Background: an optimization exercise with open tools, aiming at small area. Do not read the settings as production practice. In this exercise RTL edits were held to simulation tests only and were not proved equivalent to the original. No activity file was given, so power comes from the tool's default toggle rates.

`flow/flow/run.sh`:
```
#!/bin/bash
# Layout flow: the standard ORFS flow (standard synthesis unchanged), with
#  - single-drive buf_1 cells as the port buffers,
#  - a clock tree of clkbuf_4 cells with sink clusters of at most 10 flops
#    and 40 um, and no dummy loads,
#  - downsizing of gates off the critical paths after global routing
#    (ORFS's power recovery), then slew and capacitance repair again and a
#    greedy area recovery that keeps a setup slack margin (flow/post_grt.tcl).
# make's full output goes to orfs_make.log in the work folder.
set -euo pipefail
bash standard.sh \
  "BUFFER_PORTS_ARGS=-buffer_cell sky130_fd_sc_hd__buf_1" \
  "CTS_ARGS=-sink_clustering_enable -repair_clock_nets -dont_use_dummy_load -sink_clustering_size 10 -sink_clustering_max_diameter 40 -buf_list {sky130_fd_sc_hd__clkbuf_4}" \
  RECOVER_POWER=100 \
  "POST_GLOBAL_ROUTE_TCL=$PWD/flow/post_grt.tcl" \
  finish > orfs_make.log 2>&1
```
`flow/flow/post_grt.tcl`:
```
# Runs after global routing and the power recovery (which downsizes gates).
# 1. Repair max slew and max capacitance again.
# 2. Greedy area recovery: each combinational gate or non-clock buffer is
#    swapped for the smallest lower drive strength of the same cell family
#    that keeps the worst setup slack above a margin and adds no slew or
#    capacitance violation. Flip-flops, clock-tree cells, tie and tap cells
#    are left as they are.
# 3. Legalize and update the global routes of the changed nets.
set slack_margin 0.15e-9  ;# seconds

proc master_area {name} {
  set m [[ord::get_db] findMaster $name]
  return [expr [$m getWidth] * [$m getHeight]]
}

proc drc_count {} {
  return [expr [sta::max_slew_violation_count] + [sta::max_capacitance_violation_count]]
}

global_route -start_incremental
repair_design_helper

set lib_cells {}
foreach lc [get_lib_cells sky130_fd_sc_hd__tt_025C_1v80/*] { lappend lib_cells [get_name $lc] }
set base_drc [drc_count]
set n_swapped 0
foreach inst [get_cells *] {
  set cell [get_property $inst ref_name]
  if {![regexp {^(sky130_fd_sc_hd__[a-z0-9]+)_([0-9]+)$} $cell -> family size]} continue
  if {[regexp {__(df|edf|sdf|dl|clkbuf|clkinv|tap|fill|decap|conb|diode)} $family]} continue
  set smaller {}
  foreach s {0 1 2 4 6 8 12 16} {
    set cand "${family}_$s"
    if {$s < $size && [lsearch -exact $lib_cells $cand] >= 0
        && [master_area $cand] < [master_area $cell]} { lappend smaller $cand }
  }
  foreach cand $smaller {
    replace_cell $inst $cand
    if {[sta::worst_slack_cmd max] >= $slack_margin && [drc_count] <= $base_drc} {
      incr n_swapped
      break
    }
    replace_cell $inst $cell
  }
}
puts "Area recovery: downsized $n_swapped instances"

detailed_placement
global_route -end_incremental
estimate_parasitics -global_routing
check_placement -verbose
write_guides $::env(RESULTS_DIR)/route.guide
```
`flow/standard.sh`:
```
#!/bin/bash
# synth_recipe.tcl (not shown) runs the flow's synth.tcl, then flattens the netlist and writes it again
# the make line also repeats each setting of config.mk as NAME=value (left out here)
make -C /OpenROAD-flow-scripts/flow DESIGN_CONFIG=/design/flow/config.mk WORK_HOME=/design/flow/orfs CLKGATE_MAP_FILE= SYNTH_SCRIPT=/design/flow/synth_recipe.tcl "${@:-finish}"
```
`flow/config.mk`:
```
export PLATFORM = sky130hd
export DESIGN_NAME = j4
export DESIGN_NICKNAME = j4
export VERILOG_FILES = /design/flow/design.v
export SDC_FILE = /design/flow/constraint.sdc
export NUM_CORES = 4
export LEC_CHECK = 0
export CAP_MARGIN = 20
export CORE_MARGIN = 2
export CORE_UTILIZATION = 65
export GPL_TIMING_DRIVEN = 0
export SLEW_MARGIN = 20
export SYNTH_HIERARCHICAL = 1
```
`flow/constraint.sdc`:
```
create_clock -name core_clock -period 6.0 [get_ports {clk}]
set_input_delay 1.2000 -clock core_clock [delete_from_list [all_inputs] [get_ports {clk}]]
set_output_delay 1.2000 -clock core_clock [all_outputs]
set_load 0.01 [all_outputs]
```
`flow/design.v`:
```
`default_nettype none
 `default_nettype none
module j4( input  wire clk
         , input  wire rst                       
         , output reg  [12:0] pc
         , input  wire [15:0] instr
         , output wire io_we                     
         , output wire io_re                     
         , output wire [16-1:0] io_ptr
         , input  wire [16-1:0] io_in
         , output wire [16-1:0] io_out
    );
reg  [16-1:0] T;
reg  [4-1:0] dsp, rsp;
wire is_lit  = instr[15];
wire is_jmp  = instr[15:13] == 3'b000;
wire is_cjmp = instr[15:13] == 3'b001;
wire is_call = instr[15:13] == 3'b010;
wire is_alu  = instr[15:13] == 3'b011;
wire [3:0] op = instr[11:8];
wire [15:0] aop = {16{is_alu}} & (16'd1 << op);   
wire [1:0] dd = is_lit ? 2'b01 : is_alu ? instr[1:0] : 2'b00;
wire [1:0] ee = is_call ? 2'b01 : is_alu ? instr[3:2] : 2'b00;
wire [3:0] dsp_n = dsp + {{2{dd[1]}}, dd};
wire [3:0] rsp_n = rsp + {{2{ee[1]}}, ee};
wire ds_we = is_lit | (is_alu & instr[7]);
wire rs_we = is_call | (is_alu & instr[6]);
wire [15:0] ds_wr, rs_wr;        
wire [15:0] ds_sn, rs_sn;        
genvar g, b;
generate for (g = 0; g < 16; g = g + 1) begin: DEC
    assign ds_wr[g] = ds_we & (dsp_n == g);
    assign rs_wr[g] = rs_we & (rsp_n == g);
    assign ds_sn[g] = ~(dsp == g);
    assign rs_sn[g] = ~((rsp == g) & ~is_call);
end endgenerate
wire [12:0] pc_inc = pc + 13'd1;
wire [16-1:0] N;
wire [12:0] R;                   
wire [16-1:0] ds_q [0:15];
wire [12:0]       rs_q [0:15];
generate for (g = 0; g < 16; g = g + 1) begin: DS
    reg [16-1:0] q;
    always @(posedge clk) if (ds_wr[g]) q <= T;
    assign ds_q[g] = q;
end endgenerate
generate for (g = 0; g < 16; g = g + 1) begin: RS
    reg [12:0] q;
    always @(posedge clk) if (rs_wr[g]) q <= R;
    assign rs_q[g] = q;
end endgenerate
generate for (b = 0; b < 16; b = b + 1) begin: NRD
    wire [15:0] col;
    for (g = 0; g < 16; g = g + 1) begin: C
        assign col[g] = ds_q[g][b];
    end
    wire [7:0] t;
    for (g = 0; g < 8; g = g + 1) begin: P
        j4_o22ai u (.a1(ds_sn[2*g]), .a2(col[2*g]), .b1(ds_sn[2*g+1]), .b2(col[2*g+1]), .y(t[g]));
    end
    j4_nor8 u0 (.a(t), .y(N[b]));
end endgenerate
generate for (b = 0; b < 13; b = b + 1) begin: RRD
    wire [15:0] col;
    for (g = 0; g < 16; g = g + 1) begin: C
        assign col[g] = rs_q[g][b];
    end
    wire [7:0] t;
    for (g = 0; g < 8; g = g + 1) begin: P
        j4_o22ai u (.a1(rs_sn[2*g]), .a2(col[2*g]), .b1(rs_sn[2*g+1]), .b2(col[2*g+1]), .y(t[g]));
    end
    wire rd;
    j4_nor8 u0 (.a(t), .y(rd));
    assign R[b] = rd & (~is_call | pc_inc[b]);
end endgenerate
wire sub  = aop[7] | aop[8] | aop[15];
wire ones = aop[10] | aop[13];
wire bsel1 = aop[2] | ones;      
wire bsel0 = sub | ones;         
wire keep = ~is_lit & ~is_alu;   
wire [3:0] tt = rst ? 4'b0000 :
                ({4{keep | aop[0]}} & 4'b1010) |
                ({4{aop[1]}}        & 4'b1100) |
                ({4{aop[2] | aop[5]}} & 4'b0110) |
                ({4{aop[3]}}        & 4'b1000) |
                ({4{aop[4]}}        & 4'b1110) |
                ({4{aop[6] | aop[10]}} & 4'b0101) |
                ({4{sub}}           & 4'b1001);
wire [16-1:0] p, gen, B, sum;
generate for (b = 0; b < 16; b = b + 1) begin: PG
    j4_mux4  ul (.d0(tt[0]), .d1(tt[1]), .d2(tt[2]), .d3(tt[3]), .s0(T[b]), .s1(N[b]), .y(p[b]));
    j4_mux2i ub (.a0(~bsel0), .a1(~bsel1), .s(N[b]), .y(B[b]));
    assign gen[b] = T[b] & B[b];
end endgenerate
wire [16:0] kg [0:4];
wire [16:0] kp [0:4];
assign kg[0] = {gen, sub};
assign kp[0] = {p, 1'b0};
genvar l;
generate for (l = 0; l < 4; l = l + 1) begin: KS
    for (b = 0; b <= 16; b = b + 1) begin: K
        if (b >= (1 << l)) begin: M
            assign kg[l+1][b] = kg[l][b] | (kp[l][b] & kg[l][b - (1 << l)]);
            assign kp[l+1][b] = kp[l][b] & kp[l][b - (1 << l)];
        end else begin: C
            assign kg[l+1][b] = kg[l][b];
            assign kp[l+1][b] = kp[l][b];
        end
    end
end endgenerate
wire [16:0] cy = kg[4];      
assign sum = p ^ cy[16-1:0];
wire eq  = &p;                                   
wire ult = cy[16] & ~eq;                     
wire slt = (N[15] ^ T[15]) ? N[15] : ult;        
wire cmpv = ~rst & ((aop[7] & eq) | (aop[8] & slt) | (aop[15] & ult));
wire e_sum = ~rst & (keep | (|aop[6:0]) | aop[10] | aop[13]);
wire e_shr = ~rst & aop[9];
wire e_r   = ~rst & aop[11];
wire e_in  = ~rst & aop[12];
wire e_lit = ~rst & is_lit;
wire e_ptr = ~rst & aop[14];
wire [16-1:0] Px  = {8'd0, rsp, dsp};
wire [16-1:0] T_n;
generate for (b = 0; b < 16; b = b + 1) begin: TN
    wire x1, x2, x3;
    if (b < 16-1)
        j4_a22oi  ua (.a1(sum[b]), .a2(e_sum), .b1(T[b+1]), .b2(e_shr), .y(x1));
    else
        j4_nand2  ua (.a(sum[b]), .b(e_sum), .y(x1));
    if (b < 13)
        j4_a222oi ub (.a1(R[b]), .a2(e_r), .b1(io_in[b]), .b2(e_in), .c1(instr[b]), .c2(e_lit), .y(x2));
    else if (b < 15)
        j4_a22oi  ub (.a1(io_in[b]), .a2(e_in), .b1(instr[b]), .b2(e_lit), .y(x2));
    else
        j4_nand2  ub (.a(io_in[b]), .b(e_in), .y(x2));
    if (b < 8)
        j4_a21oi  uc (.a1(Px[b]), .a2(e_ptr), .b1(cmpv), .y(x3));
    else
        assign x3 = ~cmpv;
    j4_nand3 un (.a(x1), .b(x2), .c(x3), .y(T_n[b]));
end endgenerate
wire tz = ~|T;
wire s_jmp = ~rst & (is_jmp | is_call | (is_cjmp & tz));
wire s_ret = ~rst & is_alu & instr[12];
wire s_inc = ~rst & ~s_jmp & ~s_ret;
wire [12:0] pc_n;
generate for (b = 0; b < 13; b = b + 1) begin: PCN
    wire x;
    j4_a222oi u (.a1(pc_inc[b]), .a2(s_inc), .b1(instr[b]), .b2(s_jmp), .c1(R[b]), .c2(s_ret), .y(x));
    assign pc_n[b] = ~x;
end endgenerate
assign io_we  = is_alu & instr[5];
assign io_re  = aop[12] & (|T[15:14]);
assign io_ptr = T;
assign io_out = N;
always @(posedge clk) begin
    pc  <= pc_n;
    T   <= T_n;
    dsp <= rst ? 4'd0 : dsp_n;
    rsp <= rst ? 4'd0 : rsp_n;
end
endmodule
module j4_o22ai(input wire a1, input wire a2, input wire b1, input wire b2, output wire y);
    assign y = ~((a1 | a2) & (b1 | b2));
endmodule
module j4_nor8(input wire [7:0] a, output wire y);
    assign y = ~|a;
endmodule
module j4_mux2i(input wire a0, input wire a1, input wire s, output wire y);
    assign y = ~(s ? a1 : a0);
endmodule
module j4_mux4(input wire d0, input wire d1, input wire d2, input wire d3,
               input wire s0, input wire s1, output wire y);
    assign y = s1 ? (s0 ? d3 : d2) : (s0 ? d1 : d0);
endmodule
module j4_fa(input wire a, input wire b, input wire ci, output wire s, output wire co);
    assign {co, s} = a + b + ci;
endmodule
module j4_a222oi(input wire a1, input wire a2, input wire b1, input wire b2,
                 input wire c1, input wire c2, output wire y);
    assign y = ~((a1 & a2) | (b1 & b2) | (c1 & c2));
endmodule
module j4_nand4(input wire a, input wire b, input wire c, input wire d, output wire y);
    assign y = ~(a & b & c & d);
endmodule
module j4_a22oi(input wire a1, input wire a2, input wire b1, input wire b2, output wire y);
    assign y = ~((a1 & a2) | (b1 & b2));
endmodule
module j4_nand3(input wire a, input wire b, input wire c, output wire y);
    assign y = ~(a & b & c);
endmodule
module j4_nand2(input wire a, input wire b, output wire y);
    assign y = ~(a & b);
endmodule
module j4_a21oi(input wire a1, input wire a2, input wire b1, output wire y);
    assign y = ~((a1 & a2) | b1);
endmodule
```
==> impl_results.rst, run 1 <==
.. list-table::
   :header-rows: 1

   * - Metric
     - Value
   * - Run status
     - timing/DRC/antenna clean
   * - Port Buffer Count
     - 80
   * - Register-to-Register Setup Slack
     - 0.82 ns
   * - Number of buffers inserted to repair setup after CTS
     - 0
   * - Number of cells after detailed placement
     - 1,774
   * - Clock-pin slew on the worst setup and hold paths
     - 0.11 ns
   * - Post-layout util
     - 69.5%
   * - Effective utilization at floorplan
     - 65.6%
   * - Full die area
     - 32,100 um2
   * - Core area
     - 30,400 um2
   * - Worst flop-to-flop path startpoint
     - dsp[3]$_SDFF_PP0_
   * - Number of top-level pins
     - 81
   * - Worst Hold Endpoint
     - T[3]$_DFF_P_
   * - Vertical extent of the die
     - 179 um
   * - Met3 WL
     - 4.52 mm
   * - Clock latency on the worst-skew pair
     - 0.74 ns
   * - Number of DRC markers in iteration 0
     - 1,538
   * - Final RePlAce weighted congestion
     - 0.917
   * - Die width
     - 179 um
   * - Synth cell types
     - 60
   * - Largest stage delay on the critical path
     - 0.93 ns
   * - Most frequent cell on the critical path
     - o21ai_0
   * - Finished Layout Cells
     - 1,841
   * - CP max-delay cell
     - nor2b_1
   * - Number of standard-cell rows in the floorplan
     - 64
   * - Sum of routed wire segments on met1
     - 19.6 mm
   * - Req. time, crit path
     - 6.59 ns
   * - Cts repair resizes
     - 0
   * - Largest voltage drop on the vdd net
     - 233 uV
   * - Area Overhead vs Synth
     - 5.90%
   * - Via count of the first global-routing pass
     - 12,300
   * - Average instance area after synthesis
     - 15.7 um2
   * - Via/cell ratio
     - 7.02
   * - Slew headroom
     - 10.5%
   * - Ordered list of cells on the worst path
     - buf_1 > clkbuf_1 > nand2_1 > nor3_1 > nor2b_1 > mux4_2 > ha_1 > a21oi_1 > o21ai_0 > a31oi_1 > o21ai_0 > a41oi_1 > xnor2_1 > a22oi_1 > nand3_1
   * - DRC Markers
     - 0
   * - TritonCTS clock tree
     - done
   * - Largest cells by area after synthesis
     - edfxtp_1 (70%), o22ai_1 (7.3%), dfxtp_1 (3.7%)
   * - Final antenna-violating net count
     - 0
   * - Vias after detailed routing
     - 12,900
   * - Final cycle utilization of the critical path
     - 92.2%
   * - Number of buffer and inverter stages on the critical path
     - 2
   * - Endpoint arrival time on the critical path
     - 6.12 ns
   * - Setup TNS
     - 0 ns
   * - Post-synthesis instance area
     - 20,000 um2
   * - Hold path cells
     - 2
   * - Critical path class
     - in -> reg
   * - Capturing element type of the critical path
     - flip-flop
   * - Final number of setup-violating endpoints
     - 0
   * - Leading post-synthesis cells by instance count
     - edfxtp_1 (464), o22ai_1 (234), nor2_1 (84)
   * - Startpoint types
     - primary input
   * - Power density cells
     - 293 nW/um2
   * - Total global routing track utilization
     - 32.3%
   * - Setup Skew
     - 0.0663 ns
   * - Number of buffers added by the clock tree synthesis step
     - 60
   * - Final nets
     - 1,490
   * - Clock Tree Buf Depth
     - 3
   * - TritonCTS sink count
     - 501
   * - FMAX
     - 181 MHz
   * - Number of synthesized register bits
     - 501
   * - Total number of yosys warnings
     - 7
   * - Total of hold buffers inserted after clock tree synthesis
     - 0
   * - Worst Hold Class
     - reg -> reg
   * - Post-synthesis async set-or-reset flop share
     - 0%
   * - Standby leakage power
     - 6.94 nW
   * - Maximum number of pins on one net before global-route repair
     - 24
   * - Hold violation count in the final report
     - 0
   * - Layout cell share with drive strength beyond 1
     - 5.47%
   * - H-Tree Depth
     - 2
   * - Hold path start
     - dsp[3]$_SDFF_PP0_
   * - Number of antenna violations at the first check in global routing
     - 2
   * - Most frequent cell after synthesis
     - edfxtp_1
   * - Top_reg_cell synth
     - edfxtp_1
   * - Max Used Layer
     - met5
   * - Biggest area consumer among synthesized cells
     - edfxtp_1
   * - Root buffer selected by CTS
     - clkbuf_4
   * - Slew Limit Fails
     - 0
   * - Wire length of the first global-routing pass
     - 75.1 mm
   * - Top Family by Delay on Critical Path
     - simple AND/OR/NAND/NOR gates
   * - Worst Reg-to-Reg Cells
     - 16
   * - Placed wire-length estimate
     - 33.3 mm
   * - Fraction of synthesized cell area taken by the top area cell type
     - 69.8%
   * - Routed len/inst
     - 27.9 um
   * - Count of fill cells added during filler insertion
     - 2,150
   * - Number of standard cells after synthesis
     - 1,271
   * - Overall Power
     - 0.00620 W
   * - # Max-Cap Violations
     - 0
   * - Pin slew with the least headroom to its limit
     - 1.34 ns
   * - Reg-to-Reg End
     - T[13]$_DFF_P_
   * - Sequential share of the synthesized area
     - 73.5%
   * - Grt total ovfl
     - 0
   * - Worst hold margin
     - 0.513 ns
   * - Final Routed Wirelength
     - 51.3 mm
   * - Minimum clock period
     - 5.53 ns
   * - Syn_nets
     - 1,315
   * - Number of flops mapped to enable cells by yosys
     - 464
   * - Maximum fanout encountered on the critical timing path
     - 16
   * - Total iterations of the first detailed-routing run
     - 10
   * - Amount of wire on met2 after detailed routing
     - 24.9 mm
[worst register-to-register path, cell delays in order, from the launching register on]
cell      delay, ns
dfxtp_1        0.35
clkbuf_1       0.30
nor2b_1        0.15
nand3_1        0.65
o22ai_1        0.12
or4_1          0.59
nor2_1         0.43
mux4_2         0.42
ha_1           0.22
a21oi_1        0.19
o21ai_0        0.18
a31oi_1        0.35
o21ai_0        0.35
a41oi_1        0.35
xnor2_1        0.10
a22oi_1        0.18
nand3_1        0.11
[cell type report]
class | instances | area, um2 | share of cell area, %
tap | 396 | 495 | 2.34
inverter | 21 | 78.8 | 0.373
multi-input combinational | 738 | 4980 | 23.5
antenna | 1 | 2.50 | 0.0118
timing repair buffer | 113 | 424 | 2.01
buffer | 11 | 41.3 | 0.195
clock buffer | 60 | 450 | 2.13
sequential | 501 | 14700 | 69.4
[layout by cell type, fill, tap and decap left out, types with 12 or more instances in the layout]
| master | count |
|---|---|
| clkbuf_4 | 60 |
| nand2_1 | 49 |
| or4_1 | 58 |
| xor2_1 | 13 |
| nor2_1 | 84 |
| a22oi_1 | 17 |
| o31a_1 | 12 |
| nand3_1 | 41 |
| dfxtp_1 | 36 |
| edfxtp_1 | 464 |
| mux2i_1 | 16 |
| inv_1 | 21 |
| xnor2_1 | 19 |
| buf_1 | 91 |
| clkbuf_1 | 33 |
| a21oi_1 | 24 |
| mux4_2 | 16 |
| a222oi_1 | 26 |
| o22ai_1 | 234 |
[per-stage QoR]
stage	cell area, um2	worst slack (ns)
final	21100	0.466
after CTS	21700	0.962
after detailed placement	21200	0.554
after global placement	20800	0.0219
after floorplan	20000	1.39
[per-layer routing]
layer / vias to the layer above / GRT usage, %
li1: 5678 / -
met1: 6353 / 44.0
met2: 741 / 52.9
met3: 145 / 4.73
met4: 2 / 13.1
met5: - / 0
[where the power goes]
| part | leakage [nW] | internal (W) | switching (W) | total, W |
|---|---|---|---|---|
| Combinational | 2.11 | 0.000190 | 0.000483 | 0.000673 |
| Clock | 0.276 | 0.000457 | 0.000998 | 0.00146 |
| Sequential | 4.56 | 0.00399 | 0.0000831 | 0.00407 |
| Total | 6.94 | 0.00463 | 0.00156 | 0.00620 |
[state kept, by name, summed over array words and instances, names as in the netlist]
name  count
pc       13
T        16
DS.q    256
rsp       4
dsp       4
RS.q    208
[kinds of logic after synthesis]
logic type | share of synthesized area (%)
flops | 73.5
compound gates | 12.7
simple gates | 8.33
xor+xnor | 1.55
buf+inv | 0.620
mux | 2.61
fa+ha+maj | 0.702
[per-module statistics from Yosys, one instance, submodules excluded]
module     times used  cells inside  flops+latches
j4_a21oi            8             1              0
j4_nand3           16             1              0
j4                  1           851            501
j4_a222oi          26             1              0
j4_a22oi           17             1              0
j4_mux2i           16             1              0
j4_o22ai          232             1              0
j4_mux4            16             1              0
j4_nor8            29             3              0
j4_nand2            2             1              0
[worst max path at each step]
stage,start,endpoint,slack (ns),cells after the start
3_5_place_dp,instr[13],T[13]$_DFF_P_,0.55,15
2_1_floorplan,instr[8],T[13]$_DFF_P_,1.39,17
3_3_place_gp,instr[14],T[0]$_DFF_P_,0.02,11
4_1_cts,dsp[3]$_SDFF_PP0_,T[13]$_DFF_P_,0.96,16
6_report,instr[13],T[13]$_DFF_P_,0.47,15
==> inputs of run 2 (changes only) <==
--- a/flow/design.v
+++ b/flow/design.v
@@ -93,14 +93,15 @@
     assign gen[b] = T[b] & B[b];
 end endgenerate
-wire [16:0] kg [0:4];
-wire [16:0] kp [0:4];
+wire [16:0] kg [0:7];
+wire [16:0] kp [0:7];
 assign kg[0] = {gen, sub};
 assign kp[0] = {p, 1'b0};
 genvar l;
-generate for (l = 0; l < 4; l = l + 1) begin: KS
+generate for (l = 0; l < 7; l = l + 1) begin: BK
+    localparam integer D = (l < 4) ? (1 << l) : (1 << (6 - l));
     for (b = 0; b <= 16; b = b + 1) begin: K
-        if (b >= (1 << l)) begin: M
-            assign kg[l+1][b] = kg[l][b] | (kp[l][b] & kg[l][b - (1 << l)]);
-            assign kp[l+1][b] = kp[l][b] & kp[l][b - (1 << l)];
+        if ((l < 4) ? ((b % (2*D)) == 2*D - 1) : (((b + 1) % (2*D)) == D && b > D)) begin: M
+            assign kg[l+1][b] = kg[l][b] | (kp[l][b] & kg[l][b - D]);
+            assign kp[l+1][b] = kp[l][b] & kp[l][b - D];
         end else begin: C
             assign kg[l+1][b] = kg[l][b];
@@ -109,5 +110,5 @@
     end
 end endgenerate
-wire [16:0] cy = kg[4];      
+wire [16:0] cy = kg[7];      
 assign sum = p ^ cy[16-1:0];
 wire eq  = &p;                                   
==> flow/flow/run.sh (replaced) <==
#!/bin/bash
# Layout flow: the standard ORFS flow (standard synthesis unchanged), with
#  - single-drive buf_1 cells as the port buffers,
#  - a clock tree of clkbuf_4 cells with sink clusters of at most 10 flops
#    and 40 um, and no dummy loads,
#  - after global routing, slew and capacitance repair again and a greedy
#    area recovery that keeps a setup slack margin (flow/post_grt.tcl).
# make's full output goes to orfs_make.log in the work folder.
set -euo pipefail
bash standard.sh \
  "BUFFER_PORTS_ARGS=-buffer_cell sky130_fd_sc_hd__buf_1" \
  "CTS_ARGS=-sink_clustering_enable -repair_clock_nets -dont_use_dummy_load -sink_clustering_size 10 -sink_clustering_max_diameter 40 -buf_list {sky130_fd_sc_hd__clkbuf_4}" \
  "POST_GLOBAL_ROUTE_TCL=$PWD/flow/post_grt.tcl" \
  finish > orfs_make.log 2>&1
--- a/flow/flow/post_grt.tcl
+++ b/flow/flow/post_grt.tcl
@@ -1,4 +1,4 @@
-# Runs after global routing and the power recovery (which downsizes gates).
-# 1. Repair max slew and max capacitance again.
+# Runs after global routing.
+# 1. Repair max slew and max capacitance again (after the timing repair).
 # 2. Greedy area recovery: each combinational gate or non-clock buffer is
 #    swapped for the smallest lower drive strength of the same cell family
==> run 2 against run 1 <==
- still clean
- clock skew rose by 0.019 ns
- worst setup slack got worse by 0.22 ns
- synthesized cell count fell by 1.8%
- critical path type unchanged
- critical endpoint is now T[5]$_DFF_P_
==> impl_results.rst, run 2 <==
.. list-table::
   :header-rows: 1

   * - Metric
     - Value
   * - Run status
     - timing/DRC/antenna clean
   * - Fraction of synthesized cell area taken by the top area cell type
     - 70.6% (+0.78 points)
   * - Global Route met3 Usage
     - 5.37% (+0.64 points)
   * - Req. time, crit path
     - 6.63 ns (+0.04 ns)
   * - # Max-Cap Violations
     - 0 (unchanged)
   * - Full die area
     - 31,800 um2 (-1.1%)
   * - Synth cell types
     - 53 (-12%)
   * - Register-to-Register Setup Slack
     - 0.26 ns (-0.56 ns)
   * - Sequential share of the synthesized area
     - 74.3% (+0.82 points)
   * - Number of buffers added by the clock tree synthesis step
     - 59 (-1.7%)
   * - Pin slew with the least headroom to its limit
     - 1.36 ns (+0.0233 ns)
   * - Top_reg_cell synth
     - edfxtp_1
   * - Average instance area after synthesis
     - 15.8 um2 (+0.72%)
   * - Number of buffers inserted to repair setup after CTS
     - 0 (unchanged)
   * - Fraction of met1 tracks used by global routing
     - 43.5% (-0.51 points)
   * - Root buffer selected by CTS
     - clkbuf_4
   * - Setup TNS
     - 0 ns (unchanged)
   * - Worst Hold Class
     - reg -> reg
   * - Die width
     - 178 um (-0.54%)
   * - Number of antenna violations at the first check in global routing
     - 3 (+1)
   * - Vias after detailed routing
     - 12,800 (-1.0%)
   * - Hold violation count in the final report
     - 0 (unchanged)
   * - Number of flops mapped to enable cells by yosys
     - 464 (unchanged)
   * - Number of standard cells after synthesis
     - 1,248 (-1.8%)
   * - Clock latency on the worst-skew pair
     - 0.76 ns (+0.02 ns)
   * - Post-layout util
     - 70.6% (+1.1 points)
   * - Final RePlAce weighted congestion
     - 0.899 (-1.9%)
   * - Largest registers
     - DS.q (256), RS.q (208), T (16)
   * - Worst slack, placed
     - -0.324 ns (-0.878 ns)
   * - Final number of setup-violating endpoints
     - 0 (unchanged)
   * - Number of cells after detailed placement
     - 1,738 (-2.0%)
   * - Capture point of the critical path
     - T[5]$_DFF_P_
   * - Largest cells by area after synthesis
     - edfxtp_1 (71%), o22ai_1 (7.4%), dfxtp_1 (3.8%)
   * - Biggest area consumer among synthesized cells
     - edfxtp_1
   * - Maximum number of pins on one net before global-route repair
     - 24 (unchanged)
   * - Most frequent cells in the layout
     - edfxtp_1 (464), o22ai_1 (233), buf_1 (101), nor2_1 (79)
   * - Total of hold buffers inserted after clock tree synthesis
     - 0 (unchanged)
   * - Most Used Layer, Global Route
     - met2
   * - TritonCTS sink count
     - 501 (unchanged)
   * - Worst Reg-to-Reg Cells
     - 18 (+2)
   * - Power density cells
     - 296 nW/um2 (+0.80%)
   * - Clock Tree Buf Depth
     - 3 (unchanged)
   * - Total global routing track utilization
     - 32.6% (+0.28 points)
   * - Standby leakage power
     - 6.88 nW (-0.87%)
   * - Final antenna-violating net count
     - 0 (unchanged)
   * - Routed len/inst
     - 28.4 um (+2.0%)
   * - Finished Layout Cells
     - 1,799 (-2.3%)
   * - Slew Limit Fails
     - 0 (unchanged)
   * - Port Buffer Count
     - 80 (unchanged)
   * - Number of synthesized register bits
     - 501 (unchanged)
   * - Maximum fanout encountered on the critical timing path
     - 16 (unchanged)
   * - Number of standard-cell rows in the floorplan
     - 63 (-1.6%)
   * - Largest voltage drop on the vdd net
     - 262 uV (+13%)
   * - Slew headroom
     - 8.98% (-1.6 points)
   * - Setup Skew
     - 0.0857 ns (+0.0194 ns)
   * - Critical path class
     - in -> reg
   * - H-Tree Depth
     - 2 (unchanged)
   * - Reg-to-Reg End
     - T[5]$_DFF_P_
   * - Total number of yosys warnings
     - 7 (unchanged)
   * - Vertical extent of the die
     - 178 um (-0.54%)
   * - Post-synthesis instance area
     - 19,700 um2 (-1.1%)
   * - Effective utilization at floorplan
     - 66.3% (+0.66 points)
   * - Number of DRC markers in iteration 0
     - 1,731 (+13%)
   * - Clock-pin slew on the worst setup and hold paths
     - 0.10 ns (about the same)
   * - Wire length of the first global-routing pass
     - 74.9 mm (-0.30%)
   * - DRC Markers
     - 0 (unchanged)
   * - Final nets
     - 1,461 (-1.9%)
   * - Capturing element type of the critical path
     - flip-flop
   * - Critical path origin
     - instr[14]
   * - Number of top-level pins
     - 81 (unchanged)
   * - Startpoint types
     - primary input
   * - Most common cell after layout, fill and taps aside
     - edfxtp_1
   * - Cts repair resizes
     - 1 (+1)
   * - Post-synthesis async set-or-reset flop share
     - 0% (unchanged)
   * - Placed wire-length estimate
     - 33.3 mm (+0.11%)
   * - Total iterations of the first detailed-routing run
     - 8 (-2)
   * - Via count of the first global-routing pass
     - 12,300 (-0.49%)
   * - Core area
     - 29,800 um2 (-2.1%)
   * - Met2 Use GR
     - 53.9% (+0.99 points)
   * - Slack of the critical path
     - 0.242 ns (-0.224 ns)
   * - Leading post-synthesis cells by instance count
     - edfxtp_1 (464), o22ai_1 (233), nor2_1 (86)
   * - Register with the highest flop count
     - DS.q
   * - Grt total ovfl
     - 0 (unchanged)
   * - TritonCTS clock tree
     - done
   * - Worst flop-to-flop path startpoint
     - dsp[2]$_SDFF_PP0_
   * - Minimum clock period
     - 5.76 ns (+0.224 ns)
   * - Final Routed Wirelength
     - 51.1 mm (-0.29%)
   * - Via/cell ratio
     - 7.11 (+1.3%)
   * - Most frequent cell after synthesis
     - edfxtp_1
   * - Area Overhead vs Synth
     - 6.48%
   * - FMAX
     - 174 MHz (-3.9%)
   * - Endpoint arrival time on the critical path
     - 6.39 ns (+0.27 ns)
   * - Syn_nets
     - 1,300 (-1.1%)
   * - Final cycle utilization of the critical path
     - 96.0% (+3.7 points)
   * - Max FFs per register
     - 256 (unchanged)
   * - Layout cell share with drive strength beyond 1
     - 7.75% (+2.3 points)
-- run 2: cell types whose count changed after synthesis, moves of 4 or more --
cell / delta
nand3_1: -5
and3_1: -6
inv_1: +8
xnor2_2: -4
and2_1: -6
nand2b_4: -4
ha_1: +8
o31a_1: -11
nor2_2: +4
o21a_1: +13
o21ai_0: -4
xor2_1: -9
-- run 2: per-layer routing --
metal / vias up / share of wire (%)
met5: - / 0
met4: 0 / 4.1
li1: 5541 / -
met2: 780 / 49
met3: 130 / 9.4
met1: 6336 / 38
-- run 2: per-module statistics from Yosys (local to each module, per instance) --
module	cell area (um2)	times used	flip-flops and latches	cells inside
j4_nand2	3.75	2	0	1
j4	16600	1	501	828
j4_a222oi	10.0	26	0	1
j4_nor8	18.8	29	0	3
j4_mux4	22.5	16	0	1
j4_a22oi	12.5	17	0	1
j4_nand3	5.00	16	0	1
j4_a21oi	8.76	8	0	1
j4_o22ai	6.26	232	0	1
j4_mux2i	10.0	16	0	1
-- run 2: worst min path at each step --
stage	startpoint	endpoint	depth (start not counted)	slack [ns]
6_report	pc[0]$_DFF_P_	pc[0]$_DFF_P_	3	0.67
3_5_place_dp	rsp[0]$_SDFF_PP0_	T[4]$_DFF_P_	2	0.61
2_1_floorplan	rsp[3]$_SDFF_PP0_	T[7]$_DFF_P_	2	0.54
3_3_place_gp	rsp[0]$_SDFF_PP0_	T[4]$_DFF_P_	2	0.60
4_1_cts	io_in[8]	T[8]$_DFF_P_	3	0.65
-- run 2: cell families (layout without fill, tap and decap cells) --
logic type | Yosys count | after routing | share of synthesized area (%)
simple gates | 295 | 295 | 7.84
other cells | 0 | 2 | 0
mux | 32 | 32 | 2.64
flops | 501 | 501 | 74.3
buf+inv | 37 | 196 | 0.703
xor+xnor | 22 | 22 | 1.13
compound gates | 343 | 343 | 12.2
fa+ha+maj | 18 | 18 | 1.22
-- run 2: worst max-delay path: stages --
cell,delay (ns)
buf_1,0.35
nor2b_4,0.33
nand2_1,0.15
or2_2,0.32
clkbuf_1,0.18
a21oi_1,0.91
mux4_2,0.44
ha_1,0.15
a21o_1,0.11
a31oi_1,0.12
o221ai_1,0.34
a222oi_1,0.19
o21ai_1,0.21
ha_1,0.18
a21oi_1,0.05
nor4b_1,0.51
o31a_1,0.41
a21oi_1,0.09
nand3_1,0.12
-- run 2: final cells by class --
class,instances,area [um2]
multi-input combinational,710,4900
buffer,8,30.0
sequential,501,14700
clock buffer,59,443
tap,390,488
inverter,29,109
antenna,2,5.00
timing repair buffer,100,375
fill,2022,8770
-- run 2: stage by stage --
| step | hold WS [ns] | cell area [um2] | power, W |
|---|---|---|---|
| 3_3_place_gp | 0.601 | 20500 | 0.00481 |
| 2_1_floorplan | 0.538 | 19700 | 0.00452 |
| 4_1_cts | 0.649 | 21300 | 0.00623 |
| 6_report | 0.666 | 21000 | 0.00621 |
| 3_5_place_dp | 0.607 | 20900 | 0.00486 |
-- run 2: where the power goes --
part           internal [W]  switching, W  total, W
clock              0.000449       0.00100   0.00145
sequential          0.00399     0.0000866   0.00407
combinational      0.000189      0.000502  0.000691
total               0.00463       0.00159   0.00621
==> inputs of run 3 (changes only) <==
--- a/flow/flow/run.sh
+++ b/flow/flow/run.sh
@@ -5,5 +5,6 @@
 #    and 40 um, and no dummy loads,
 #  - after global routing, slew and capacitance repair again and a greedy
-#    area recovery that keeps a setup slack margin (flow/post_grt.tcl).
+#    area recovery that keeps a setup slack margin, then setup repair
+#    (flow/post_grt.tcl).
 # make's full output goes to orfs_make.log in the work folder.
 set -euo pipefail
--- a/flow/flow/post_grt.tcl
+++ b/flow/flow/post_grt.tcl
@@ -1,4 +1,4 @@
-# Runs after global routing.
-# 1. Repair max slew and max capacitance again (after the timing repair).
+# Runs after global routing and the power recovery (which downsizes gates).
+# 1. Repair max slew and max capacitance again.
 # 2. Greedy area recovery: each combinational gate or non-clock buffer is
 #    swapped for the smallest lower drive strength of the same cell family
@@ -7,4 +7,6 @@
 #    are left as they are.
 # 3. Legalize and update the global routes of the changed nets.
+# 4. Repair setup timing towards a small margin, where the estimates used in
+#    step 2 were optimistic, and legalize and route again.
 set slack_margin 0.15e-9  ;# seconds
 
@@ -49,4 +51,11 @@
 global_route -end_incremental
 estimate_parasitics -global_routing
+
+# give the critical paths back a setup margin where the recovery was optimistic
+repair_timing -setup -setup_margin 0.1 -skip_last_gasp -verbose
+global_route -start_incremental
+detailed_placement
+global_route -end_incremental
+estimate_parasitics -global_routing
 check_placement -verbose
 write_guides $::env(RESULTS_DIR)/route.guide
==> run 3 against run 2 <==
- sequential power hardly changed
- sequential cell count stayed put
- highest routed layer unchanged
- combinational power hardly changed
- non-clock buffer count is 1 higher
- final cell count hardly changed
- wire length is 0.24% lower
- core utilization is 0.088 points higher
- critical endpoint unchanged
- critical path type is now reg -> reg
- register-to-register slack better by 0.10 ns
- clock skew is 0.0068 ns higher
- via count hardly changed
- synthesized cell count stayed put
- global-route usage stayed put
==> impl_results.rst, run 3 <==
.. list-table::
   :header-rows: 1

   * - Metric
     - Value
   * - Run status
     - timing/DRC/antenna clean
   * - Slew headroom
     - 10.6% (+1.7 points)
   * - Vias after detailed routing
     - 12,800 (-0.047%)
   * - Number of cells after detailed placement
     - 1,738 (unchanged)
   * - Grt total ovfl
     - 0 (unchanged)
   * - Maximum fanout encountered on the critical timing path
     - 16 (unchanged)
   * - Die width
     - 178 um (unchanged)
   * - Clock-pin slew on the worst setup and hold paths
     - 0.10 ns (about the same)
   * - Sequential share of the synthesized area
     - 74.3% (unchanged)
   * - Most common cell after layout, fill and taps aside
     - edfxtp_1
   * - Number of antenna violations at the first check in global routing
     - 3 (unchanged)
   * - Critical path class
     - reg -> reg
   * - Via count of the first global-routing pass
     - 12,300 (unchanged)
   * - H-Tree Depth
     - 2 (unchanged)
   * - Area Overhead vs Synth
     - 6.61%
   * - Final Routed Wirelength
     - 51.0 mm (-0.24%)
   * - Most frequent cell after synthesis
     - edfxtp_1
   * - Post-synthesis instance area
     - 19,700 um2 (unchanged)
   * - Root buffer selected by CTS
     - clkbuf_4
   * - Endpoint arrival time on the critical path
     - 6.20 ns (-0.19 ns)
   * - Largest cells by area after synthesis
     - edfxtp_1 (71%), o22ai_1 (7.4%), dfxtp_1 (3.8%)
   * - Biggest area consumer among synthesized cells
     - edfxtp_1
   * - Total number of yosys warnings
     - 7 (unchanged)
   * - Maximum number of pins on one net before global-route repair
     - 24 (unchanged)
   * - Cts repair resizes
     - 1 (unchanged)
   * - Hold violation count in the final report
     - 0 (unchanged)
   * - CP max-delay cell
     - dfxtp_1
   * - TritonCTS clock tree
     - done
   * - Routed len/inst
     - 28.3 um (-0.29%)
   * - Minimum clock period
     - 5.64 ns (-0.121 ns)
   * - Fraction of synthesized cell area taken by the top area cell type
     - 70.6% (unchanged)
   * - Number of standard-cell rows in the floorplan
     - 63 (unchanged)
   * - Top_reg_cell synth
     - edfxtp_1
   * - Req. time, crit path
     - 6.57 ns (-0.06 ns)
   * - Average instance area after synthesis
     - 15.8 um2 (unchanged)
   * - Core area
     - 29,800 um2 (unchanged)
   * - Max FFs per register
     - 256 (unchanged)
   * - Effective utilization at floorplan
     - 66.3% (unchanged)
   * - Worst Hold Class
     - reg -> reg
   * - Port Buffer Count
     - 80 (unchanged)
   * - Number of buffers added by the clock tree synthesis step
     - 59 (unchanged)
   * - Most frequent cells in the layout
     - edfxtp_1 (464), o22ai_1 (233), buf_1 (101), nor2_1 (79)
   * - Setup TNS
     - 0 ns (unchanged)
   * - Full die area
     - 31,800 um2 (unchanged)
   * - Capturing element type of the critical path
     - flip-flop
   * - Leading post-synthesis cells by instance count
     - edfxtp_1 (464), o22ai_1 (233), nor2_1 (86)
   * - Setup Skew
     - 0.0926 ns (+0.00681 ns)
   * - Finished Layout Cells
     - 1,800 (+0.056%)
   * - Largest registers
     - DS.q (256), RS.q (208), T (16)
   * - Pin slew with the least headroom to its limit
     - 1.34 ns (-0.0248 ns)
   * - Total of hold buffers inserted after clock tree synthesis
     - 0 (unchanged)
   * - Ordered list of cells on the worst path
     - nor2_1 > nand3_2 > o22ai_1 > or4_1 > nor2_1 > mux4_2 > ha_1 > a21o_1 > a31oi_1 > o221ai_1 > a222oi_1 > o21ai_1 > ha_1 > a21oi_1 > nor4b_1 > o31a_1 > a21oi_1 > nand3_1
   * - Power density cells
     - 295 nW/um2 (about the same)
   * - Clock latency on the worst-skew pair
     - 0.76 ns (about the same)
   * - Number of top-level pins
     - 81 (unchanged)
   * - Worst Reg-to-Reg Cells
     - 18 (unchanged)
   * - Largest stage delay on the critical path
     - 0.63 ns (-0.28 ns)
   * - DRC Markers
     - 0 (unchanged)
   * - Wire length of the first global-routing pass
     - 74.9 mm (unchanged)
   * - FMAX
     - 177 MHz (+2.1%)
   * - Top Family by Delay on Critical Path
     - compound AO/OA/AOI/OAI gates
   * - Post-synthesis async set-or-reset flop share
     - 0% (unchanged)
   * - Total global routing track utilization
     - 32.6% (unchanged)
   * - Number of buffer and inverter stages on the critical path
     - 0 (-2)
   * - Number of standard cells after synthesis
     - 1,248 (unchanged)
   * - Synth cell types
     - 53 (unchanged)
   * - Number of buffers inserted to repair setup after CTS
     - 0 (unchanged)
   * - Number of flops mapped to enable cells by yosys
     - 464 (unchanged)
   * - Standby leakage power
     - 6.89 nW (+0.11%)
   * - Slew Limit Fails
     - 0 (unchanged)
   * - Final nets
     - 1,462 (+0.068%)
   * - Final antenna-violating net count
     - 0 (unchanged)
   * - Syn_nets
     - 1,300 (unchanged)
   * - Final cycle utilization of the critical path
     - 94.0% (-2.0 points)
   * - Total iterations of the first detailed-routing run
     - 9 (+1)
   * - Final number of setup-violating endpoints
     - 0 (unchanged)
   * - Register with the highest flop count
     - DS.q
   * - Final RePlAce weighted congestion
     - 0.899 (unchanged)
   * - Instance count on the critical path
     - 18 (-1)
   * - Largest voltage drop on the vdd net
     - 265 uV (+0.99%)
   * - Via/cell ratio
     - 7.10 (-0.10%)
   * - # Max-Cap Violations
     - 0 (unchanged)
   * - Count of fill cells added during filler insertion
     - 2,015 (-0.35%)
   * - TritonCTS sink count
     - 501 (unchanged)
   * - Layout cell share with drive strength beyond 1
     - 8.10% (+0.35 points)
   * - Vertical extent of the die
     - 178 um (unchanged)
   * - Placed wire-length estimate
     - 33.3 mm (unchanged)
   * - Number of synthesized register bits
     - 501 (unchanged)
   * - Clock Tree Buf Depth
     - 3 (unchanged)
   * - Startpoint types
     - flip-flop
   * - Hold path cells
     - 3 (unchanged)
   * - Number of DRC markers in iteration 0
     - 1,673 (-3.4%)
==> run 3: per-module statistics from Yosys, one instance, submodules excluded <==
module     cells  cell area [um2]  flops+latches  times used
j4_mux2i       1             10.0              0          16
j4_a222oi      1             10.0              0          26
j4           828            16600            501           1
j4_mux4        1             22.5              0          16
j4_a21oi       1             8.76              0           8
j4_nand3       1             5.00              0          16
j4_nand2       1             3.75              0           2
j4_o22ai       1             6.26              0         232
j4_nor8        3             18.8              0          29
j4_a22oi       1             12.5              0          17
==> run 3: cells by family after synthesis <==
family                   share of synthesized area [%]
XOR/XNOR                                          1.13
buffers and inverters                            0.703
adder cells (fa/ha/maj)                           1.22
multiplexers                                      2.64
flip-flops                                        74.3
AND/OR/NAND/NOR                                   7.84
AO/OA/AOI/OAI                                     12.2
==> run 3: tightest hold or removal path, cell delays in order, from the launching register on <==
cell	delay, ns
dfxtp_1	0.39
inv_1	0.10
a222oi_1	0.10
inv_1	0.05
==> run 3: report_power, final <==
group / switching [W] / internal (W)
clock: 0.00100 / 0.000449
sequential: 0.0000867 / 0.00399
combinational: 0.000503 / 0.000190
total: 0.00159 / 0.00463
==> run 3: metrics by stage <==
step           power [W]  utilization (%)  worst slack, ns  area [um2]  hold WS (ns)
2_1_floorplan    0.00452                -             1.03       19700         0.538
3_3_place_gp     0.00481             68.9           -0.338       20500         0.601
3_5_place_dp     0.00486             70.1           -0.324       20900         0.607
4_1_cts          0.00623             71.6            0.232       21300         0.649
6_report         0.00622             70.7            0.363       21100         0.661
==> run 3: layout make-up <==
cell class,instances,area [um2],area share [%]
flip-flops and latches,501,14700,69.7
inverters,29,109,0.517
multi-input cells,710,4920,23.4
well taps,390,488,2.32
plain buffers,8,30.0,0.143
repair buffers,101,383,1.82
diodes,2,5.00,0.0238
clock buffers,59,443,2.10
==> run 3: layer usage <==
metal	up-vias	global-route usage (%)	part of all wire, %
met1	6377	43.5	38
li1	5540	-	-
met4	0	13.7	4.1
met5	-	0	0
met2	727	53.9	49
met3	137	5.37	8.8
==> run 3: final timing paths <==
kind | start | to | slack, ns
max | dsp[1]$_SDFF_PP0_ | T[5]$_DFF_P_ | 0.36
min | pc[0]$_DFF_P_ | pc[0]$_DFF_P_ | 0.66
max reg2reg | dsp[1]$_SDFF_PP0_ | T[5]$_DFF_P_ | 0.36
min reg2reg | pc[0]$_DFF_P_ | pc[0]$_DFF_P_ | 0.66
==> inputs of run 4 (changes only) <==
--- a/flow/design.v
+++ b/flow/design.v
@@ -176,13 +176,7 @@
     assign y = s1 ? (s0 ? d3 : d2) : (s0 ? d1 : d0);
 endmodule
-module j4_fa(input wire a, input wire b, input wire ci, output wire s, output wire co);
-    assign {co, s} = a + b + ci;
-endmodule
 module j4_a222oi(input wire a1, input wire a2, input wire b1, input wire b2,
                  input wire c1, input wire c2, output wire y);
     assign y = ~((a1 & a2) | (b1 & b2) | (c1 & c2));
-endmodule
-module j4_nand4(input wire a, input wire b, input wire c, input wire d, output wire y);
-    assign y = ~(a & b & c & d);
 endmodule
 module j4_a22oi(input wire a1, input wire a2, input wire b1, input wire b2, output wire y);
--- a/flow/flow/post_grt.tcl
+++ b/flow/flow/post_grt.tcl
@@ -1,3 +1,3 @@
-# Runs after global routing and the power recovery (which downsizes gates).
+# Runs after global routing.
 # 1. Repair max slew and max capacitance again.
 # 2. Greedy area recovery: each combinational gate or non-clock buffer is
==> run 4 against run 3 <==
- still clean on timing, DRC and antenna
- via count is the same
- wire length unchanged
- global-route usage stayed put
- synthesized cell count unchanged
- count of clock-buffer cells in the layout stayed put
- maximum frequency unchanged
- core utilization unchanged
- critical path depth stayed put
==> impl_results.rst, run 4 <==
.. list-table::
   :header-rows: 1

   * - Metric
     - Value
   * - Run status
     - timing/DRC/antenna clean
   * - Die width
     - 178 um (unchanged)
   * - Most frequent cells in the layout
     - edfxtp_1 (464), o22ai_1 (233), buf_1 (101), nor2_1 (79)
   * - Total number of yosys warnings
     - 7 (unchanged)
   * - Register with the highest flop count
     - DS.q
   * - Minimum clock period
     - 5.64 ns (unchanged)
   * - Hold path cells
     - 3 (unchanged)
   * - Synth cell types
     - 53 (unchanged)
   * - Number of flops mapped to enable cells by yosys
     - 464 (unchanged)
   * - H-Tree Depth
     - 2 (unchanged)
   * - Number of standard cells after synthesis
     - 1,248 (unchanged)
   * - Number of DRC markers in iteration 0
     - 1,673 (unchanged)
   * - Number of antenna violations at the first check in global routing
     - 3 (unchanged)
   * - Number of buffers inserted to repair setup after CTS
     - 0 (unchanged)
   * - Via count of the first global-routing pass
     - 12,300 (unchanged)
   * - FMAX
     - 177 MHz (unchanged)
   * - Pin slew with the least headroom to its limit
     - 1.34 ns (unchanged)
   * - Port Buffer Count
     - 80 (unchanged)
   * - Root buffer selected by CTS
     - clkbuf_4
   * - Number of cells after detailed placement
     - 1,738 (unchanged)
   * - Maximum number of pins on one net before global-route repair
     - 24 (unchanged)
   * - Placed wire-length estimate
     - 33.3 mm (unchanged)
   * - Average instance area after synthesis
     - 15.8 um2 (unchanged)
   * - Power density cells
     - 295 nW/um2 (unchanged)
   * - TritonCTS sink count
     - 501 (unchanged)
   * - Finished Layout Cells
     - 1,800 (unchanged)
   * - Total iterations of the first detailed-routing run
     - 9 (unchanged)
   * - DRC Markers
     - 0 (unchanged)
   * - # Max-Cap Violations
     - 0 (unchanged)
   * - TritonCTS clock tree
     - done
   * - Startpoint types
     - flip-flop
   * - Final antenna-violating net count
     - 0 (unchanged)
   * - Final Routed Wirelength
     - 51.0 mm (unchanged)
   * - Endpoint arrival time on the critical path
     - 6.20 ns (about the same)
   * - Number of standard-cell rows in the floorplan
     - 63 (unchanged)
   * - Fraction of synthesized cell area taken by the top area cell type
     - 70.6% (unchanged)
   * - Number of top-level pins
     - 81 (unchanged)
   * - Biggest area consumer among synthesized cells
     - edfxtp_1
   * - Slew Limit Fails
     - 0 (unchanged)
   * - Full die area
     - 31,800 um2 (unchanged)
   * - Number of synthesized register bits
     - 501 (unchanged)
   * - Most common cell after layout, fill and taps aside
     - edfxtp_1
   * - Routed len/inst
     - 28.3 um (unchanged)
   * - Setup Skew
     - 0.0926 ns (unchanged)
   * - Number of buffers added by the clock tree synthesis step
     - 59 (unchanged)
   * - Syn_nets
     - 1,300 (unchanged)
   * - Post-Layout Inst Area
     - 21,100 um2 (unchanged)
   * - Core area
     - 29,800 um2 (unchanged)
   * - Final nets
     - 1,462 (unchanged)
   * - Clock-pin slew on the worst setup and hold paths
     - 0.10 ns (about the same)
   * - Largest registers
     - DS.q (256), RS.q (208), T (16)
   * - Grt total ovfl
     - 0 (unchanged)
   * - Hold violation count in the final report
     - 0 (unchanged)
   * - Clock Tree Buf Depth
     - 3 (unchanged)
   * - Largest voltage drop on the vdd net
     - 265 uV (unchanged)
   * - Layout cell share with drive strength beyond 1
     - 8.10% (unchanged)
   * - Slew headroom
     - 10.6% (unchanged)
   * - Area post-placement
     - 20,900 um2 (unchanged)
   * - Post-synthesis instance area
     - 19,700 um2 (unchanged)
   * - Vias after detailed routing
     - 12,800 (unchanged)
   * - Standby leakage power
     - 6.89 nW (unchanged)
   * - Via/cell ratio
     - 7.10 (unchanged)
   * - Vertical extent of the die
     - 178 um (unchanged)
   * - Maximum fanout encountered on the critical timing path
     - 16 (unchanged)
   * - Max FFs per register
     - 256 (unchanged)
   * - Effective utilization at floorplan
     - 66.3% (unchanged)
   * - Worst Reg-to-Reg Cells
     - 18 (unchanged)
   * - Clock latency on the worst-skew pair
     - 0.76 ns (about the same)
   * - Cts repair resizes
     - 1 (unchanged)
   * - Worst Hold Class
     - reg -> reg
   * - Capturing element type of the critical path
     - flip-flop
   * - Final cycle utilization of the critical path
     - 94.0% (unchanged)
   * - Req. time, crit path
     - 6.57 ns (about the same)
   * - Wire length of the first global-routing pass
     - 74.9 mm (unchanged)
   * - Top_reg_cell synth
     - edfxtp_1
   * - Final number of setup-violating endpoints
     - 0 (unchanged)
   * - Most frequent cell after synthesis
     - edfxtp_1
   * - Critical path class
     - reg -> reg
   * - Leading post-synthesis cells by instance count
     - edfxtp_1 (464), o22ai_1 (233), nor2_1 (86)
   * - Final RePlAce weighted congestion
     - 0.899 (unchanged)
   * - Total global routing track utilization
     - 32.6% (unchanged)
   * - Post-synthesis async set-or-reset flop share
     - 0% (unchanged)
   * - Largest cells by area after synthesis
     - edfxtp_1 (71%), o22ai_1 (7.4%), dfxtp_1 (3.8%)
   * - Total of hold buffers inserted after clock tree synthesis
     - 0 (unchanged)
   * - Sequential share of the synthesized area
     - 74.3% (unchanged)
   * - Area Overhead vs Synth
     - 6.61% (unchanged)
==> run 4: cell counts after synthesis <==
Identical to the previous run, type by type.
==> run 4: per-layer routing <==
metal  global-route usage [%]  wire, um
met4                     13.7      2100
met1                     43.5     19500
met5                        0         0
met3                     5.37      4470
met2                     53.9     24900
==> run 4: per-module statistics from Yosys, one instance, submodules excluded <==
module	cells	flops+latches	copies in the design	area (um2)
j4_nand3	1	0	16	5.00
j4_mux4	1	0	16	22.5
j4_a22oi	1	0	17	12.5
j4_a222oi	1	0	26	10.0
j4_a21oi	1	0	8	8.76
j4	828	501	1	16600
j4_nand2	1	0	2	3.75
j4_nor8	3	0	29	18.8
j4_mux2i	1	0	16	10.0
j4_o22ai	1	0	232	6.26
==> run 4: final cells by class <==
type,count,area [um2]
timing repair buffer,101,383
fill,2015,8740
sequential,501,14700
clock buffer,59,443
multi-input combinational,710,4920
antenna,2,5.00
tap,390,488
inverter,29,109
buffer,8,30.0
==> run 4: where the power goes <==
part	total (W)	internal, W	switching (W)	leakage, nW
logic	0.000692	0.000190	0.000503	2.06
registers	0.00407	0.00399	0.0000867	4.55
clock network	0.00145	0.000449	0.00100	0.271
total	0.00622	0.00463	0.00159	6.89
==> run 4: cell families after synthesis <==
logic type	after synthesis	synth area share, %
adder cells (fa/ha/maj)	18	1.22
flip-flops	501	74.3
buffers and inverters	37	0.703
multiplexers	32	2.64
AND/OR/NAND/NOR	295	7.84
XOR/XNOR	22	1.13
AO/OA/AOI/OAI	343	12.2
==> run 4: stage by stage <==
step	hold WS (ns)	setup WS [ns]	util (%)	TNS [ns]	total power, W
after CTS	0.649	0.232	71.6	0	0.00623
final	0.661	0.363	70.7	0	0.00622
after floorplan	0.538	1.03	-	0	0.00452
after detailed placement	0.607	-0.324	70.1	-3.49	0.00486
after global placement	0.601	-0.338	68.9	-3.16	0.00481
==> run 4: final timing paths <==
path | start | end | slack, ns
max reg2reg | dsp[1]$_SDFF_PP0_ | T[5]$_DFF_P_ | 0.36
min | pc[0]$_DFF_P_ | pc[0]$_DFF_P_ | 0.66
min reg2reg | pc[0]$_DFF_P_ | pc[0]$_DFF_P_ | 0.66
max | dsp[1]$_SDFF_PP0_ | T[5]$_DFF_P_ | 0.36
==> run 4: worst max-delay path: stages (launching register included) <==
cell and delay (ns):
dfxtp_1 0.63, nor2_1 0.24, nand3_2 0.44, o22ai_1 0.16, or4_1 0.53, nor2_1 0.45
mux4_2 0.41, ha_1 0.21, a21o_1 0.17, a31oi_1 0.25, o221ai_1 0.24, a222oi_1 0.44
o21ai_1 0.14, ha_1 0.20, a21oi_1 0.14, nor4b_1 0.10, o31a_1 0.42, a21oi_1 0.19
nand3_1 0.09

==> separate check: timing with driven ports <==
No port has a modelled driver above. Below, the same layouts with a new extraction and two added sets of constraints. Step 1: set_driving_cell puts a clkbuf_16 on clk and a buf_2 on each other input, an assumption about the parent block. Step 2 also shifts input and output timing later by t, the mid clock arrival at the registers, as if the neighbouring blocks saw the same clock. a / b / c = ideal ports / drivers / drivers and shift; a / b = the first two.
run | t (ns) | slack for setup (ns) | hold slack, ns | worst setup path after step 2 | slew at the worst register clock pin (ns)
run 1 | 0.752 | 0.466 / 0.495 / -0.257 | 0.513 / 0.513 / 0.513 | input to register | 0.12 / 0.12
run 2 | 0.764 | 0.242 / 0.250 / -0.514 | 0.666 / 0.666 / 0.666 | input to register | 0.11 / 0.11
run 3 | 0.768 | 0.363 / 0.363 / -0.308 | 0.661 / 0.661 / 0.661 | input to register | 0.11 / 0.11
run 4 | 0.768 | 0.363 / 0.363 / -0.308 | 0.661 / 0.661 / 0.661 | input to register | 0.11 / 0.11
Met with ideal ports but missed after step 2: setup timing in every run listed. The setup slack of run 2, which loses most, moves by +0.008 ns with the drivers and by -0.756 ns with both steps.
